From an optimization exercise on the open Yosys and OpenROAD flow, aimed at small area and a short achievable clock period; shortcuts taken in it are not production practice. In this exercise RTL edits were held to simulation tests only and were not proved equivalent to the original. The clock port is modelled as an ideal driver, which makes a skipped or thinned clock tree look cheaper than it is; a real chip needs a root buffer or a tree. Power is estimated from default activity; no workload was simulated.

Design fifo, start of the top module:
module fifo #(
    parameter N = 32,
    parameter depth = 3  
)(
    input wire clk,
    input wire reset,
    input wire wr_en,
    input wire rd_en,
    input [N-1:0] din,
    output reg [N-1:0] dout,
    output reg full,
    output wire empty
);
==> flow/config.mk <==
export PLATFORM = sky130hd
export DESIGN_NAME = fifo
export DESIGN_NICKNAME = fifo
export VERILOG_FILES = /design/flow/design.v
export SDC_FILE = /design/flow/constraint.sdc
export NUM_CORES = 4
export LEC_CHECK = 0
export CAP_MARGIN = 20
export CORE_MARGIN = 2
export CORE_UTILIZATION = 40
export CTS_CLUSTER_DIAMETER = 100
export CTS_CLUSTER_SIZE = 30
export SETUP_SLACK_MARGIN = 1.4
export SLEW_MARGIN = 20
export SYNTH_HIERARCHICAL = 1
export SYNTH_MINIMUM_KEEP_SIZE = 0
==> flow/constraint.sdc <==
create_clock -name core_clock -period 3.0 [get_ports {clk}]
set_input_delay 0.6000 -clock core_clock [delete_from_list [all_inputs] [get_ports {clk}]]
set_output_delay 0.6000 -clock core_clock [all_outputs]
set_load 0.01 [all_outputs]
standard.sh (not shown) runs the stock make flow with config.mk's settings and CLKGATE_MAP_FILE= SYNTH_SCRIPT=/design/flow/synth_recipe.tcl, a recipe that flattens the netlist after the stock synthesis.
==> flow/flow/run.sh <==
#!/bin/bash
# Own layout flow: the standard synthesis unchanged, then the standard ORFS
# layout with smaller port buffers, without the delay buffer cells, and with a
# clock tree one level shallower (see cts_hook.tcl).
set -euo pipefail
here=$(pwd)

bash standard.sh synth > synth.log 2>&1

platform_dont_use="sky130_fd_sc_hd__probe_p_8 sky130_fd_sc_hd__probec_p_8 sky130_fd_sc_hd__lpflow_bleeder_1 sky130_fd_sc_hd__lpflow_clkbufkapwr_1 sky130_fd_sc_hd__lpflow_clkbufkapwr_16 sky130_fd_sc_hd__lpflow_clkbufkapwr_2 sky130_fd_sc_hd__lpflow_clkbufkapwr_4 sky130_fd_sc_hd__lpflow_clkbufkapwr_8 sky130_fd_sc_hd__lpflow_clkinvkapwr_1 sky130_fd_sc_hd__lpflow_clkinvkapwr_16 sky130_fd_sc_hd__lpflow_clkinvkapwr_2 sky130_fd_sc_hd__lpflow_clkinvkapwr_4 sky130_fd_sc_hd__lpflow_clkinvkapwr_8 sky130_fd_sc_hd__lpflow_decapkapwr_12 sky130_fd_sc_hd__lpflow_decapkapwr_3 sky130_fd_sc_hd__lpflow_decapkapwr_4 sky130_fd_sc_hd__lpflow_decapkapwr_6 sky130_fd_sc_hd__lpflow_decapkapwr_8 sky130_fd_sc_hd__lpflow_inputiso0n_1 sky130_fd_sc_hd__lpflow_inputiso0p_1 sky130_fd_sc_hd__lpflow_inputiso1n_1 sky130_fd_sc_hd__lpflow_inputiso1p_1 sky130_fd_sc_hd__lpflow_inputisolatch_1 sky130_fd_sc_hd__lpflow_isobufsrc_1 sky130_fd_sc_hd__lpflow_isobufsrc_16 sky130_fd_sc_hd__lpflow_isobufsrc_2 sky130_fd_sc_hd__lpflow_isobufsrc_4 sky130_fd_sc_hd__lpflow_isobufsrc_8 sky130_fd_sc_hd__lpflow_isobufsrckapwr_16 sky130_fd_sc_hd__lpflow_lsbuf_lh_hl_isowell_tap_1 sky130_fd_sc_hd__lpflow_lsbuf_lh_hl_isowell_tap_2 sky130_fd_sc_hd__lpflow_lsbuf_lh_hl_isowell_tap_4 sky130_fd_sc_hd__lpflow_lsbuf_lh_isowell_4 sky130_fd_sc_hd__lpflow_lsbuf_lh_isowell_tap_1 sky130_fd_sc_hd__lpflow_lsbuf_lh_isowell_tap_2 sky130_fd_sc_hd__lpflow_lsbuf_lh_isowell_tap_4"
extra_dont_use="sky130_fd_sc_hd__clkdlybuf4s* sky130_fd_sc_hd__dlygate* sky130_fd_sc_hd__dlymetal*"

bash standard.sh \
  "BUFFER_PORTS_ARGS=-buffer_cell sky130_fd_sc_hd__buf_2" \
  "DONT_USE_CELLS=$platform_dont_use $extra_dont_use" \
  "PRE_CTS_TCL=$here/flow/cts_hook.tcl" \
  finish > layout.log 2>&1
Other scripts of this flow, unchanged in this note and not shown: flow/flow/cts_hook.tcl
Change:
Settings changed: SETUP_SLACK_MARGIN 1.4 to 1.3.
Routed wire length goes down by roughly a tenth.
Core utilization drops by 3.9 points.
Die area stays the same.
Critical path depth shrinks by 1.
Global-route usage goes down by 0.95 points.
Worst setup slack barely changes.
Final area shrinks by a little under a tenth.
Change:
Settings changed: SETUP_SLACK_MARGIN 1.3 to 1.5.
After rerunning: Hold slack is better by 0.061 ns; sequential cell count stays the same; final cell count is higher by roughly a tenth; sequential share of layout area goes down by 7.5 points; die area stays the same; wire length is higher by about a fifth; first-iteration DRC count increases by a few percent; area after synthesis stays the same; global-route usage increases by 1.9 points.

========
Another version of the RTL of fifo (not shown whole).
For scale: ~480 cells after synthesis, ~70 I/O pins, about 10000 µm² of cells after synthesis.
make LEC_CHECK=0 CAP_MARGIN=20 CORE_MARGIN=2 CORE_UTILIZATION=40 SLEW_MARGIN=20 SYNTH_HIERARCHICAL=1 SYNTH_MINIMUM_KEEP_SIZE=0 finish   # period 3.0 ns
run.sh (not shown) runs the stock make flow with config.mk's settings and CLKGATE_MAP_FILE= SYNTH_SCRIPT=/design/flow/synth_recipe.tcl, a recipe that flattens the netlist after the stock synthesis.
Stock flow here: none of the scripts above is used.
Then changed:
Settings changed: SETUP_SLACK_MARGIN set to 1.3.
The changed run finished clean.
Hold slack is about the same.
Register-to-register slack improves by 0.03 ns.
Design area increases by 5.5%.
Via count is higher by 12%.
Wire length rises by about 32%.
Then changed:
Settings changed: CTS_BUF_LIST set to sky130_fd_sc_hd__clkbuf_4 sky130_fd_sc_hd__clkbuf_8, CTS_CLUSTER_SIZE set to 30, SETUP_SLACK_MARGIN 1.3 to unset.
After rerunning: Final area came out lower by 6.4%; die area stays the same; setup slack degrades by 0.26 ns; synthesized cell count stays the same.

========
fifo, a different RTL version from the one above (not shown whole).
Size in the first run: about 310 flip-flops, roughly 10000 µm² of cells after synthesis.
Settings: LEC_CHECK=0, CAP_MARGIN=20, CORE_MARGIN=2, CORE_UTILIZATION=55, CTS_CLUSTER_DIAMETER=100, CTS_CLUSTER_SIZE=30, SETUP_SLACK_MARGIN=1.45, SLEW_MARGIN=20, SYNTH_HIERARCHICAL=1, SYNTH_MINIMUM_KEEP_SIZE=0; clock period 3.0 ns.
standard.sh (not shown) runs the stock make flow with config.mk's settings and CLKGATE_MAP_FILE= SYNTH_SCRIPT=/design/flow/synth_recipe.tcl, a recipe that flattens the netlist after the stock synthesis.
==> flow/flow/cts_hook.tcl <==
# PRE_CTS hook: after TritonCTS builds the tree, replace its upper levels by
# NROOT root buffers driven straight from the clock port, each placed at the
# centre of the group of sink-cluster (leaf) buffers it drives. Every register
# still sees the same number of buffer levels (root, leaf), so the tree stays
# balanced; it only gets one level shallower.
proc rebuild_clock_roots {nroot master_name} {
  set block [ord::get_db_block]
  set db [ord::get_db]
  set master [$db findMaster $master_name]
  set port_net [$block findNet clk]
  set leaves {}
  set others {}
  foreach inst [$block getInsts] {
    set name [$inst getName]
    if {[string match "clkbuf_leaf_*" $name]} { lappend leaves $inst } elseif {[string match "clkbuf_*" $name]} { lappend others $inst }
  }
  # remove the upper levels
  foreach inst $others {
    set outIT [$inst findITerm X]; set onet [$outIT getNet]
    $outIT disconnect; [$inst findITerm A] disconnect
    odb::dbInst_destroy $inst
    if {[$onet getName] != "clk"} { odb::dbNet_destroy $onet }
  }
  # leaf locations
  set pts {}
  foreach l $leaves {
    set bb [$l getBBox]
    lappend pts [list $l [expr {([$bb xMin]+[$bb xMax])/2}] [expr {([$bb yMin]+[$bb yMax])/2}]]
  }
  # k-means on leaf locations
  set n [llength $pts]
  set cents {}
  for {set k 0} {$k < $nroot} {incr k} {
    set p [lindex [lsort -integer -index 1 $pts] [expr {int(($k + 0.5) * $n / $nroot)}]]
    lappend cents [list [lindex $p 1] [lindex $p 2]]
  }
  for {set it 0} {$it < 50} {incr it} {
    set groups {}
    for {set k 0} {$k < $nroot} {incr k} { lappend groups {} }
    foreach p $pts {
      set best 0; set bd 1e18
      for {set k 0} {$k < $nroot} {incr k} {
        set c [lindex $cents $k]
        set d [expr {abs([lindex $p 1]-[lindex $c 0]) + abs([lindex $p 2]-[lindex $c 1])}]
        if {$d < $bd} { set bd $d; set best $k }
      }
      lset groups $best [concat [lindex $groups $best] [list $p]]
    }
    set cents {}
    foreach g $groups {
      if {[llength $g] == 0} { lappend cents {0 0}; continue }
      set sx 0; set sy 0
      foreach p $g { set sx [expr {$sx + [lindex $p 1]}]; set sy [expr {$sy + [lindex $p 2]}] }
      lappend cents [list [expr {$sx / [llength $g]}] [expr {$sy / [llength $g]}]]
    }
  }
  set k 0
  foreach g $groups c $cents {
    if {[llength $g] == 0} continue
    set inst [odb::dbInst_create $block $master "clkbuf_root_$k"]
    $inst setLocation [lindex $c 0] [lindex $c 1]
    $inst setPlacementStatus PLACED
    set net [odb::dbNet_create $block "clknet_root_$k"]
    $net setSigType CLOCK
    [$inst findITerm A] connect $port_net
    [$inst findITerm X] connect $net
    foreach p $g { [[lindex $p 0] findITerm A] disconnect; [[lindex $p 0] findITerm A] connect $net }
    incr k
  }
  puts "rebuilt clock roots: $k roots over [llength $leaves] leaves"
}

rename clock_tree_synthesis my_orig_clock_tree_synthesis
proc clock_tree_synthesis {args} {
  my_orig_clock_tree_synthesis {*}$args
  rebuild_clock_roots 4 sky130_fd_sc_hd__clkbuf_16
}
Scripts as last shown in full above: flow/flow/run.sh
Next try:
--- a/flow/flow/cts_hook.tcl
+++ b/flow/flow/cts_hook.tcl
@@ -21,2 +21,7 @@
     odb::dbInst_destroy $inst
+    # dummy loads CTS hung on this level go with it
+    foreach it [$onet getITerms] {
+      set load [$it getInst]
+      if {[string match "clkload*" [$load getName]]} { odb::dbInst_destroy $load }
+    }
     if {[$onet getName] != "clk"} { odb::dbNet_destroy $onet }
@@ -74,3 +79,3 @@
 proc clock_tree_synthesis {args} {
-  my_orig_clock_tree_synthesis {*}$args
+  my_orig_clock_tree_synthesis {*}$args -dont_use_dummy_load
   rebuild_clock_roots 4 sky130_fd_sc_hd__clkbuf_16
Settings changed: CORE_UTILIZATION 55 to 65.
=> The changed run finished clean. Total power falls by about 2%. Core utilization goes up by 12 points. Via count shrinks by 1.3%. Worst setup slack gets worse by 0.12 ns. Cell count came out lower by 1.5%.
Next try:
--- a/flow/flow/cts_hook.tcl
+++ b/flow/flow/cts_hook.tcl
@@ -79,3 +79,3 @@
 proc clock_tree_synthesis {args} {
-  my_orig_clock_tree_synthesis {*}$args -dont_use_dummy_load
+  my_orig_clock_tree_synthesis {*}$args
   rebuild_clock_roots 4 sky130_fd_sc_hd__clkbuf_16
Settings changed: CORE_UTILIZATION 65 to 55.
After rerunning: Routed wire length rises by 7.3%; clock skew goes up by 0.0088 ns; fmax increases by 5.6%; via count rises by 1.4%; design area hardly moves.
Next try:
Settings changed: SETUP_SLACK_MARGIN 1.45 to 1.5.
Result:
- die area does not change
- design area goes up by about 3.6%
- clock skew goes down by 0.039 ns
- sequential cell count stays the same
- power grows by 1.5%
- sequential share of layout area drops by 2.6 points
- synthesized cell count is unchanged

## re-timing with driven ports
The flow's constraints put no driver on any port. The routed layouts listed below were extracted and timed again, unchanged, in two steps.
Step 1 (the two cells are an assumption about what drives the block):
set clk [get_ports {clk}]
set_driving_cell -lib_cell sky130_fd_sc_hd__clkbuf_16 $clk
set_driving_cell -lib_cell sky130_fd_sc_hd__buf_2 [delete_from_list [all_inputs] $clk]
Step 2 adds t to the input delays and takes it off the output delays; t is the mean of the earliest and latest rising clock arrival at the registers after step 1. Input paths then give back, and output paths get back, about the clock's delay inside the block.
Three values: ideal, step 1, step 2; two values: the first two.
| run | t, ns | setup slack, ns | clock arrival spread, ns | slew at the worst register clock pin (ns) | pins driven straight from the clock port |
|---|---|---|---|---|---|
| the first run of note 1 | 0.404 | 1.344 / 1.302 / 1.036 | 0.034 / 0.034 | 0.11 / 0.11 | 4 |
| the second run of note 1 | 0.404 | 1.342 / 1.294 / 1.021 | 0.039 / 0.039 | 0.11 / 0.11 | 4 |
| the third run of note 1 | 0.405 | 1.293 / 1.232 / 0.991 | 0.024 / 0.024 | 0.11 / 0.11 | 4 |
| the first run of note 2 | 0.589 | 0.743 / 0.697 / 0.480 | 0.022 / 0.022 | 0.06 / 0.06 | 1 |
| the second run of note 2 | 0.578 | 1.002 / 1.002 / 0.547 | 0.010 / 0.010 | 0.06 / 0.06 | 1 |
| the third run of note 2 | 0.583 | 0.745 / 0.702 / 0.479 | 0.025 / 0.025 | 0.06 / 0.06 | 1 |
| the first run of note 3 | 0.396 | 1.455 / 1.370 / 1.151 | 0.059 / 0.059 | 0.11 / 0.11 | 4 |
| the second run of note 3 | 0.393 | 1.339 / 1.339 / 1.090 | 0.061 / 0.060 | 0.11 / 0.11 | 4 |
| the third run of note 3 | 0.395 | 1.427 / 1.370 / 1.165 | 0.066 / 0.066 | 0.11 / 0.11 | 4 |
| the fourth run of note 3 | 0.402 | 1.461 / 1.367 / 1.148 | 0.025 / 0.025 | 0.11 / 0.11 | 4 |
After both steps setup and hold are still met in every run listed. For the second run of note 2, which loses most, drivers alone change the setup slack by 0.000 ns; drivers and shift together by -0.455 ns.
